What follows belongs to an exercise in optimizing a design on an open flow for small area, a short achievable clock period and few clock cycles per item; a production flow would make more cautious choices. Function was checked by simulation only, so behaviour that the tests miss may differ from the original.

<file path="flow/constraint.sdc">
create_clock -name core_clock -period 45.0 [get_ports {clk}]
set_input_delay 9.0000 -clock core_clock [delete_from_list [all_inputs] [get_ports {clk}]]
set_output_delay 9.0000 -clock core_clock [all_outputs]
set_load 0.01 [all_outputs]
</file>
<file path="flow/design.v">
`timescale 1ns / 1ps
module cordic_math_processor(
input clk,
input reset,
input start,
input [2:0] opcode,        
input [31:0] data_in,
output reg [31:0] result1,
output reg [31:0] result2,
output reg done
);
wire [31:0] sqrt_out;
wire sqrt_done;
wire signed [31:0] ln_out;
wire ln_done;
wire signed [31:0] exp_out;
wire exp_done;
wire signed [31:0] sinh_out;
wire signed [31:0] cosh_out;
wire hyp_done;
cordic_sqrt U1(
.clk(clk),
.reset(reset),
.start(start & (opcode==3'b000)),
.n_in(data_in),
.sqrt_out(sqrt_out),
.done(sqrt_done)
);
cordic_ln U2(
.clk(clk),
.reset(reset),
.start(start & (opcode==3'b001)),
.n_in(data_in),
.ln_out(ln_out),
.done(ln_done)
);
cordic_exp U3(
.clk(clk),
.reset(reset),
.start(start & (opcode==3'b010)),
.angle_in(data_in),
.exp_out(exp_out),
.done(exp_done)
);
cordic_hyperbolic U4(
.clk(clk),
.reset(reset),
.start(start & (opcode==3'b011)),
.angle_in(data_in),
.sinh(sinh_out),
.cosh(cosh_out),
.done(hyp_done)
);
always @(posedge clk or negedge reset)
begin
if(!reset)
begin
result1 <= 0;
result2 <= 0;
done <= 0;
end
else begin
case(opcode)
3'b000:
begin
result1 <= sqrt_out;
result2 <= 0;
done <= sqrt_done;
end
3'b001:
begin
result1 <= ln_out;
result2 <= 0;
done <= ln_done;
end
3'b010:
begin
result1 <= exp_out;
result2 <= 0;
done <= exp_done;
end
3'b011:
begin
result1 <= sinh_out;
result2 <= cosh_out;
done <= hyp_done;
end
default:
begin
result1 <= 0;
result2 <= 0;
done <= 0;
end
endcase
if(start)
done <= 0;
end
end
endmodule
module cordic_sqrt(
input clk,
input reset,
input start,
input [31:0] n_in,
output reg [31:0] sqrt_out,
output reg done
);
parameter ITER = 16;
parameter Q16 = 32'd65536;
parameter Q16_DIV4 = 32'd16384;
parameter INV_KH = 32'd79141;
reg signed [47:0] x;
reg signed [47:0] y;
reg signed [47:0] z;
reg signed [47:0] x_next;
reg signed [47:0] y_next;
reg signed [47:0] z_next;
reg [5:0] i;
reg repeat4;
reg [4:0] k;
wire [47:0] sqrt_norm = (x * INV_KH) >> 16;
reg signed [31:0] atanh_table [0:16];
initial begin
atanh_table[0]=0;
atanh_table[1]=35999;
atanh_table[2]=16739;
atanh_table[3]=8235;
atanh_table[4]=4101;
atanh_table[5]=2049;
atanh_table[6]=1024;
atanh_table[7]=512;
atanh_table[8]=256;
atanh_table[9]=128;
atanh_table[10]=64;
atanh_table[11]=32;
atanh_table[12]=16;
atanh_table[13]=8;
atanh_table[14]=4;
atanh_table[15]=2;
atanh_table[16]=1;
end
reg [31:0] norm_in;
reg [4:0] k_comb;
integer j;
always @(*) begin
norm_in = n_in;
k_comb = 0;
for(j=0;j<16;j=j+1)
if(norm_in >= Q16)
begin
norm_in = norm_in >> 2;
k_comb = k_comb + 1;
end
for(j=0;j<16;j=j+1)
if(norm_in < Q16_DIV4)
begin
norm_in = norm_in << 2;
k_comb = k_comb - 1;
end
end
always @(posedge clk or negedge reset)
begin
if(!reset)
begin
x <= 0;
y <= 0;
z <= 0;
i <= 0;
repeat4 <= 0;
k <= 0;
sqrt_out <= 0;
done <= 0;
end
else begin
if(start)
begin
x <= $signed({16'd0,norm_in}) + Q16_DIV4;
y <= $signed({16'd0,norm_in}) - Q16_DIV4;
z <= 0;
i <= 1;
repeat4 <= 0;
k <= k_comb;
done <= 0;
end
else if(i <= ITER)
begin
if(y[47] == 0)
begin
x_next = x - (y >>> i);
y_next = y - (x >>> i);
z_next = z + {{16{atanh_table[i][31]}},atanh_table[i]};
end
else
begin
x_next = x + (y >>> i);
y_next = y + (x >>> i);
z_next = z - {{16{atanh_table[i][31]}},atanh_table[i]};
end
x <= x_next;
y <= y_next;
z <= z_next;
if(i==4 && repeat4==0)
begin
repeat4 <= 1;
i <= 4;
end
else
i <= i + 1;
end
else
begin
if(k[4])
sqrt_out <= sqrt_norm >> (5'd0 - k);
else
sqrt_out <= sqrt_norm << k;
done <= 1;
end
end
end
endmodule
module cordic_ln(
input clk,
input reset,
input start,
input [31:0] n_in,
output reg signed [31:0] ln_out,
output reg done
);
parameter ITER = 16;
parameter Q16  = 32'd65536;
parameter LN2  = 32'd45426;
reg signed [47:0] x;
reg signed [47:0] y;
reg signed [47:0] z;
reg signed [47:0] x_next;
reg signed [47:0] y_next;
reg signed [47:0] z_next;
reg [5:0] i;
reg repeat4;
reg signed [31:0] shift_corr;
reg signed [31:0] atanh_table [0:16];
initial begin
atanh_table[0]  = 0;
atanh_table[1]  = 35999;
atanh_table[2]  = 16739;
atanh_table[3]  = 8235;
atanh_table[4]  = 4101;
atanh_table[5]  = 2049;
atanh_table[6]  = 1024;
atanh_table[7]  = 512;
atanh_table[8]  = 256;
atanh_table[9]  = 128;
atanh_table[10] = 64;
atanh_table[11] = 32;
atanh_table[12] = 16;
atanh_table[13] = 8;
atanh_table[14] = 4;
atanh_table[15] = 2;
atanh_table[16] = 1;
end
reg [31:0] norm_in;
reg signed [31:0] k;
integer j;
always @(*) begin
norm_in = n_in;
k = 0;
for(j=0;j<32;j=j+1)
if(norm_in > (2*Q16)) begin
norm_in = norm_in >> 1;
k = k + 1;
end
for(j=0;j<32;j=j+1)
if(norm_in < (Q16>>1)) begin
norm_in = norm_in << 1;
k = k - 1;
end
end
always @(posedge clk or negedge reset)
begin
if(!reset)
begin
x <= 0;
y <= 0;
z <= 0;
i <= 0;
repeat4 <= 0;
shift_corr <= 0;
done <= 0;
ln_out <= 0;
end
else begin
if(start)
begin
x <= {{16{norm_in[31]}}, norm_in} + Q16;
y <= {{16{norm_in[31]}}, norm_in} - Q16;
z <= 0;
i <= 1;
repeat4 <= 0;
shift_corr <= $signed(k) * $signed(LN2);
done <= 0;
end
else if(i <= ITER)
begin
if(y[47] == 0)
begin
x_next = x - (y >>> i);
y_next = y - (x >>> i);
z_next = z + atanh_table[i];
end
else
begin
x_next = x + (y >>> i);
y_next = y + (x >>> i);
z_next = z - atanh_table[i];
end
x <= x_next;
y <= y_next;
z <= z_next;
if(i == 4 && repeat4 == 0)
begin
repeat4 <= 1;
i <= 4;
end
else
i <= i + 1;
end
else
begin
ln_out <= (z[31:0] <<< 1) + shift_corr;
done <= 1;
end
end
end
endmodule
module cordic_exp(
input clk,
input reset,
input start,
input signed [31:0] angle_in,
output reg signed [31:0] exp_out,
output reg done
);
parameter ITER = 16;
reg signed [47:0] x;
reg signed [47:0] y;
reg signed [47:0] z;
reg signed [47:0] x_next;
reg signed [47:0] y_next;
reg signed [47:0] z_next;
reg [5:0] i;
reg repeat4;
reg signed [31:0] atanh_table [0:16];
initial begin
atanh_table[0]  = 0;
atanh_table[1]  = 35999;
atanh_table[2]  = 16739;
atanh_table[3]  = 8235;
atanh_table[4]  = 4101;
atanh_table[5]  = 2049;
atanh_table[6]  = 1024;
atanh_table[7]  = 512;
atanh_table[8]  = 256;
atanh_table[9]  = 128;
atanh_table[10] = 64;
atanh_table[11] = 32;
atanh_table[12] = 16;
atanh_table[13] = 8;
atanh_table[14] = 4;
atanh_table[15] = 2;
atanh_table[16] = 1;
end
always @(posedge clk or negedge reset)
begin
if(!reset)
begin
x <= 0;
y <= 0;
z <= 0;
i <= 0;
repeat4 <= 0;
done <= 0;
exp_out <= 0;
end
else begin
if(start)
begin
x <= 48'd79141;
y <= 0;
z <= {{16{angle_in[31]}}, angle_in};
i <= 1;
repeat4 <= 0;
done <= 0;
end
else if(i <= ITER)
begin
if(z[47] == 0)
begin
x_next = x + (y >>> i);
y_next = y + (x >>> i);
z_next = z - atanh_table[i];
end
else
begin
x_next = x - (y >>> i);
y_next = y - (x >>> i);
z_next = z + atanh_table[i];
end
x <= x_next;
y <= y_next;
z <= z_next;
if(i == 4 && repeat4 == 0)
begin
repeat4 <= 1;
i <= 4;
end
else
i <= i + 1;
end
else
begin
exp_out <= (x + y);
done <= 1;
end
end
end
endmodule
module cordic_hyperbolic(
input clk,
input reset,
input start,
input signed [31:0] angle_in,
output reg signed [31:0] sinh,
output reg signed [31:0] cosh,
output reg done
);
parameter ITER = 16;
reg signed [47:0] x;
reg signed [47:0] y;
reg signed [47:0] z;
reg signed [47:0] x_next;
reg signed [47:0] y_next;
reg signed [47:0] z_next;
reg [5:0] i;
reg repeat4;
reg signed [31:0] atanh_table [0:16];
initial begin
atanh_table[0]  = 0;
atanh_table[1]  = 35999;
atanh_table[2]  = 16739;
atanh_table[3]  = 8235;
atanh_table[4]  = 4101;
atanh_table[5]  = 2049;
atanh_table[6]  = 1024;
atanh_table[7]  = 512;
atanh_table[8]  = 256;
atanh_table[9]  = 128;
atanh_table[10] = 64;
atanh_table[11] = 32;
atanh_table[12] = 16;
atanh_table[13] = 8;
atanh_table[14] = 4;
atanh_table[15] = 2;
atanh_table[16] = 1;
end
always @(posedge clk or negedge reset)
begin
if(!reset)
begin
x <= 0;
y <= 0;
z <= 0;
i <= 0;
repeat4 <= 0;
done <= 0;
sinh <= 0;
cosh <= 0;
end
else begin
if(start)
begin
x <= 48'd79141;
y <= 0;
z <= {{16{angle_in[31]}}, angle_in};
i <= 1;
repeat4 <= 0;
done <= 0;
end
else if(i <= ITER)
begin
if(z[47] == 0)
begin
x_next = x + (y >>> i);
y_next = y + (x >>> i);
z_next = z - {{16{atanh_table[i][31]}}, atanh_table[i]};
end
else
begin
x_next = x - (y >>> i);
y_next = y - (x >>> i);
z_next = z + {{16{atanh_table[i][31]}}, atanh_table[i]};
end
x <= x_next;
y <= y_next;
z <= z_next;
if(i == 4 && repeat4 == 0)
begin
repeat4 <= 1;
i <= 4;
end
else
i <= i + 1;
end
else
begin
cosh <= x[31:0];
sinh <= y[31:0];
done <= 1;
end
end
end
endmodule
</file>
<file path="flow/config.mk">
export PLATFORM = sky130hd
export DESIGN_NAME = cordic_math_processor
export DESIGN_NICKNAME = cordic_math_processor
export VERILOG_FILES = /design/flow/design.v
export SDC_FILE = /design/flow/constraint.sdc
export NUM_CORES = 4
export LEC_CHECK = 0
export CAP_MARGIN = 20
export CORE_MARGIN = 2
export CORE_UTILIZATION = 40
export SLEW_MARGIN = 20
</file>
<file path="flow/run.sh">
#!/bin/bash
# synth_recipe.tcl (not shown) runs the flow's synth.tcl, then flattens the netlist and writes it again
# the make line also repeats each setting of config.mk as NAME=value (left out here)
make -C /OpenROAD-flow-scripts/flow DESIGN_CONFIG=/design/flow/config.mk WORK_HOME=/design/flow/orfs CLKGATE_MAP_FILE= SYNTH_SCRIPT=/design/flow/synth_recipe.tcl finish
</file>
==> run notes <==
Reg clk slew, reported paths - 70 ps
Max_cap viols - 0
Worst Skew - 77.1 ps
Post-synthesis register bit count - 803
Status - finished clean
PortBufs - 102
CP Data Required Time - 45,660 ps
CP max stage delay - 750 ps
Met2 Routed Length - 202,000 µm
Worst EP arrival - 43,590 ps
Top layer in use - met5
Minimum clock period - 42,930 ps
Area contributors post-synth - dfrtp_1 (16%), ha_1 (10%), nand2_1 (6.4%)
Final TNS setup - 0 ps
Unique masters post-synth - 133
Vias - 123,000
Setup ws final - 2070 ps
Avg Cell Area, Syn - 7.62 µm²
FMAX - 0.0233 GHz
Core ar. - 315,000 µm²
CTS Root Cell - clkbuf_16
Drt wl/cell - 22.1 µm
CTS tree - done
Initial antenna violation count - 31
Ys Warns - 5
Vias in the first global route - 117,000
First-pass GRT wire length - 705,000 µm
Die Span X - 566 µm
Fin area - 138,000 µm²
CTS Hold Bufs - 0
Sequential area share after synthesis - 0.159
Ports - 103
Critical Path Most Common Cell - ha_1
EDFF count, synth - 0
Chip height - 566 µm
Post-route DRC - 0
Cell Area, Synth - 127,000 µm²
DP Area - 134,000 µm²
Met3 WL - 30,600 µm
Clk Latency, worst-skew pair - 790 ps
Cell count after synthesis - 16,600
Slew HR - 0.259
Drt total wl - 459,000 µm
Number of vias per cell - 5.93
Layout cells sized above 1 - 0.0974
Top-count cell post-synth - nand2_1
Cell Rows - 206
DR iter-0 viols - 12,100
Die footprint - 321,000 µm²
Worst hold path type - flip-flop to flip-flop
Nets@finish - 17,900
Gr ovfl total - 0
Met1 Wirelength - 205,000 µm
Final setup vio count - 0
Largest net degree at the start of global routing - 139
Worst Tran Pin Value - 1100 ps
Initial core utilization - 0.402
Commonest cells in the netlist - nand2_1 (2,141), a21oi_1 (1,564), nor2_1 (1,423)
Setup crit start kind - primary input
Area share of the largest cell type after synthesis - 0.159
Hold Vio Cnt, Final - 0
Clock tree sinks - 803
Num CTS Buffers - 99
CP max-delay cell - nor3_1
Async set or reset register ratio after synthesis - 1.00
Worst Setup End Kind - flip-flop
Crit Path Category - primary input to flip-flop
H-tree depth - 3
DP Worst Slack - 566 ps
Synth Flop Type - dfrtp_1
Detail Route Antenna Nets - 0
Worst hold margin - 467 ps
Fin crit share - 0.954
CTS max path bufs - 3
Drt pass-1 iters - 9
Layout area overhead - 9.13%
Post-DP HPWL - 356,000 µm
Leading area contributor after synthesis - dfrtp_1
Gpl congestion - 1.01
Global Route Usage Sum - 0.275
Final Slew Violations - 0
Worst-path fanout max - 7
==> through the flow <==
stage,util,std cells
finish,0.438,20800
global route,0.438,20700
CTS,0.438,20700
detailed placement,0.426,20500
global placement,0.426,20500
floorplan,-,16600
==> path summary, 6_finish.rpt <==
path,cells past startpoint,slack [ps],from,endpoint
setup / recovery,159,2070,data_in[26],U2.shift_corr[31]
hold / removal,1,470,U4.cosh[2],result2[2]
setup reg to reg,69,30550,U3.i[1],U3.x[47]
hold reg to reg,1,470,U4.cosh[2],result2[2]
max in group asynchronous,5,33310,reset,U2.y[47]
min in group asynchronous,1,8130,reset,U4.x[42]
==> cells by family after synthesis <==
family          Yosys count  share of synthesized area
simple gates           5481                      0.198
fa+ha+maj              1394                      0.158
flops                   803                      0.159
compound gates         4880                      0.239
mux                     955                      0.104
buf+inv                1930                     0.0582
xor+xnor               1168                     0.0840
other cells               2                  0.0000593
==> layout by cell type, fill, tap and decap left out, types with 408 or more instances in the layout <==
master	count
nand2_1	2131
a21oi_1	1554
nor2_1	1415
o21ai_0	1196
ha_1	1052
inv_1	915
dfrtp_1	774
xnor2_1	716
buf_4	663
mux2i_1	475
xor2_1	409
nor3_1	408
==> state kept, by name, indices dropped and copies added, names as in the netlist, 48 cells and up <==
| name | count |
|---|---|
| U1.x | 48 |
| U1.y | 48 |
| U2.x | 48 |
| U2.y | 48 |
| U3.x | 48 |
| U3.y | 48 |
| U3.z | 48 |
| U4.x | 48 |
| U4.y | 48 |
| U4.z | 48 |
==> area by class of cell <==
cell class | count | area (µm²)
Antenna cell | 21 | 52.6
Clock inverter | 52 | 744
Tap cell | 4160 | 5200
Multi-Input combinational cell | 13900 | 99500
Inverter | 934 | 3510
Sequential cell | 803 | 20200
Fill cell | 32400 | 177000
Clock buffer | 134 | 2840
Timing Repair Buffer | 768 | 6060
==> worst max-delay path: cells and delay by family <==
kind	cells	cell delay (ps)
compound gates	56	10030
fa+ha+maj	41	12610
simple gates	39	7740
buf+inv	12	1860
xor+xnor	3	410
mux	8	1930
==> routing by layer <==
layer | vias to the layer above | global-route usage
met4 | 8 | 0.111
met5 | - | 0
li1 | 58900 | -
met1 | 59300 | 0.380
met2 | 4218 | 0.432
met3 | 759 | 0.0374
==> timing repair <==
item / CTS / global route
resized for setup: 0 / 43
setup endpoints to repair: 0 / 6
setup buffers: 0 / 3
Testbench counts, summed over its fixed seeds: cycles 25,600, ops 1,280.

separate check: timing with driven ports:
Ports are ideal in the flow. The routed layout listed here was re-timed in OpenROAD. Step 1: set_driving_cell puts a clkbuf_16 on clk and a buf_2 on each other input, an assumption about the parent block. Step 2, shift: input delay + t, output delay - t, t = (earliest + latest rising clock arrival at the registers) / 2. This alone moves slack from input paths to output paths. Three values: ideal, step 1, step 2; two values: the first two.
t (ns): 0.846
setup slack, ns: 2.067 / 2.043 / 1.198
hold WS [ns]: 0.467 / 0.467 / 0.467
worst setup path after step 2: input to register
latest minus earliest clock arrival (ns): 0.078 / 0.077
After both steps this run still meets setup and hold. For this run, drivers alone change the setup slack by -0.024 ns; drivers and shift together by -0.869 ns.
